From an optimization exercise on the open Yosys and OpenROAD flow, aimed at small area and a short achievable clock period; shortcuts taken in it are not production practice.
Where RTL was checked, it was by simulation tests only, not by an equivalence proof against the original.
Power and IR drop assume default switching activity.

run 1:
Design distortion, start of the top module:
module distortion
#(
    parameter int WIDTH = 24
)
(
    input logic clk,
    input logic reset,
    input logic enable,
    input logic [WIDTH-1:0] in,
    input logic [WIDTH-1:0] gain,
    input logic [WIDTH-1:0] threshold,
    output logic [WIDTH-1:0] out
);
Size: roughly 240 flip-flops.
clock: 7.5 ns
lec_check: 0
cap_margin: 20
core_margin: 2
core_utilization: 40
setup_slack_margin: 4.4
slew_margin: 20
tns_end_percent: 0
run.sh (not shown) runs the stock make flow with config.mk's settings and CLKGATE_MAP_FILE= SYNTH_SCRIPT=/design/flow/synth_recipe.tcl, a recipe that flattens the netlist after the stock synthesis.
Run 1: all stages complete, timing, DRC and antenna checks passed
Changes in run 2 relative to run 1:
--- a/flow/design.v
+++ b/flow/design.v
@@ -117,28 +117,26 @@
 wire  [24:0] gx = {gain, 1'b0};
 always_comb begin
     for (int i = 0; i < 12; i++) begin
         e_one[i] = gx[2*i+1] ^ gx[2*i];
         e_two[i] = (gx[2*i+2] & ~gx[2*i+1] & ~gx[2*i]) | (~gx[2*i+2] & gx[2*i+1] & gx[2*i]);
         e_neg[i] = gx[2*i+2] & ~(gx[2*i+1] & gx[2*i]);
     end
 end
-logic v1, v2, v3;
+logic v1, v2;
 always_ff @(posedge clk or posedge reset) begin
     if (reset) begin
-        v1 <= 1'b0; v2 <= 1'b0; v3 <= 1'b0;
+        v1 <= 1'b0; v2 <= 1'b0;
     end else if (enable) begin
-        v1 <= 1'b1; v2 <= v1; v3 <= v2;
+        v1 <= 1'b1; v2 <= v1;
     end
 end
-always_ff @(posedge clk or posedge reset) begin
-    if (reset) begin
-        d <= '0; b_one <= '0; b_two <= '0; b_neg <= '0; b_g23 <= 1'b0;
-    end else if (enable) begin
+always_ff @(posedge clk) begin
+    if (enable) begin
         d <= in; b_one <= e_one; b_two <= e_two; b_neg <= e_neg; b_g23 <= gain[23];
     end
 end
 wire pp_0_0 = ((b_one[0] & d[0]) | (b_two[0] & 1'b0)) ^ b_neg[0];
 wire pp_0_1 = ((b_one[0] & d[1]) | (b_two[0] & d[0])) ^ b_neg[0];
 wire pp_0_2 = ((b_one[0] & d[2]) | (b_two[0] & d[1])) ^ b_neg[0];
 wire pp_0_3 = ((b_one[0] & d[3]) | (b_two[0] & d[2])) ^ b_neg[0];
 wire pp_0_4 = ((b_one[0] & d[4]) | (b_two[0] & d[3])) ^ b_neg[0];
@@ -1573,23 +1571,25 @@
 assign pg6[35] = pg5[35] | (pp5[35] & pg5[3]);
 assign pp6[35] = pp5[35] & pp5[3];
 assign pg6[36] = pg5[36] | (pp5[36] & pg5[4]);
 assign pp6[36] = pp5[36] & pp5[4];
 wire [36:0] pcarry = {pg6[35:0], 1'b0};
 wire [36:0] psum_w = pp0 ^ pcarry;
 wire [43:0] psum = {psum_w, 7'b0};
 logic [23:0] x, t;
-always_ff @(posedge clk) begin
-    if (enable) begin
-        x <= psum[43:20]; t <= threshold;
+always_ff @(posedge clk or posedge reset) begin
+    if (reset) begin
+        x <= '0; t <= '0;
+    end else if (enable) begin
+        x <= v2 ? psum[43:20] : '0; t <= threshold;
     end
 end
 wire        cmp_pos = x >= t;
 wire [25:0] neg_sum = {{2{x[23]}}, x} + {2'b00, t} + 26'h3FFFFFF;
 wire        cmp_neg = neg_sum[25];
 wire        cmp = x[23] ? cmp_neg : cmp_pos;
 wire [23:0] lvl = x[23] ? (~t + 24'd1) : t;
 always_ff @(posedge clk or posedge reset) begin
     if (reset) out <= '0;
-    else if (enable) out <= v3 ? (cmp ? lvl : x) : '0;
+    else if (enable) out <= cmp ? lvl : x;
 end
 endmodule
==> comparison <==
- In run 2 the combinational share of power turned out 0.7 points higher than in run 1.
- Looking at number of cells on the worst reg-to-reg path across run 2 and run 1, the one that comes out lower is run 1.
- Setup WNS run 1 -> run 2: better
- Route | run 2 vs run 1 | wire shorter in run 2
- Diff run 2 and run 1: area added between synthesis and finish higher in run 2
- Diff run 1 -> run 2: number of sequential storage elements lower; die extent in x held steady; post-synthesis instance total now larger.
- Min fraction of the cycle the final worst path needs across run 2 and run 1: run 2
For run 1, only the layout was checked, not whether the RTL still works.

re-timing with driven ports:
Ports are ideal in the flow. The routed layouts listed here were re-timed in OpenROAD. Step 1, drivers: a clkbuf_16 drives clk and a buf_2 each remaining input, both assumed. Step 2 times the ports against the registers' clock, not the clock port: input delays grow and output delays shrink by t, the midpoint of the rising clock arrivals with the driver on. Three values: no drivers, after step 1, after step 2; two values: the first two.
run | shift t [ns] | setup slack, ns | slew at the worst register clock pin (ns) | pins driven straight from the clock port
run 1 | 0.649 | 4.062 / 4.062 / 4.062 | 0.07 / 0.07 | 1
run 2 | 0.665 | 4.199 / 4.199 / 3.825 | 0.07 / 0.07 | 1
After both steps setup and hold are still met in every run listed. The setup slack of run 2, which loses most, moves by 0.000 ns with the drivers and by -0.374 ns with both steps.
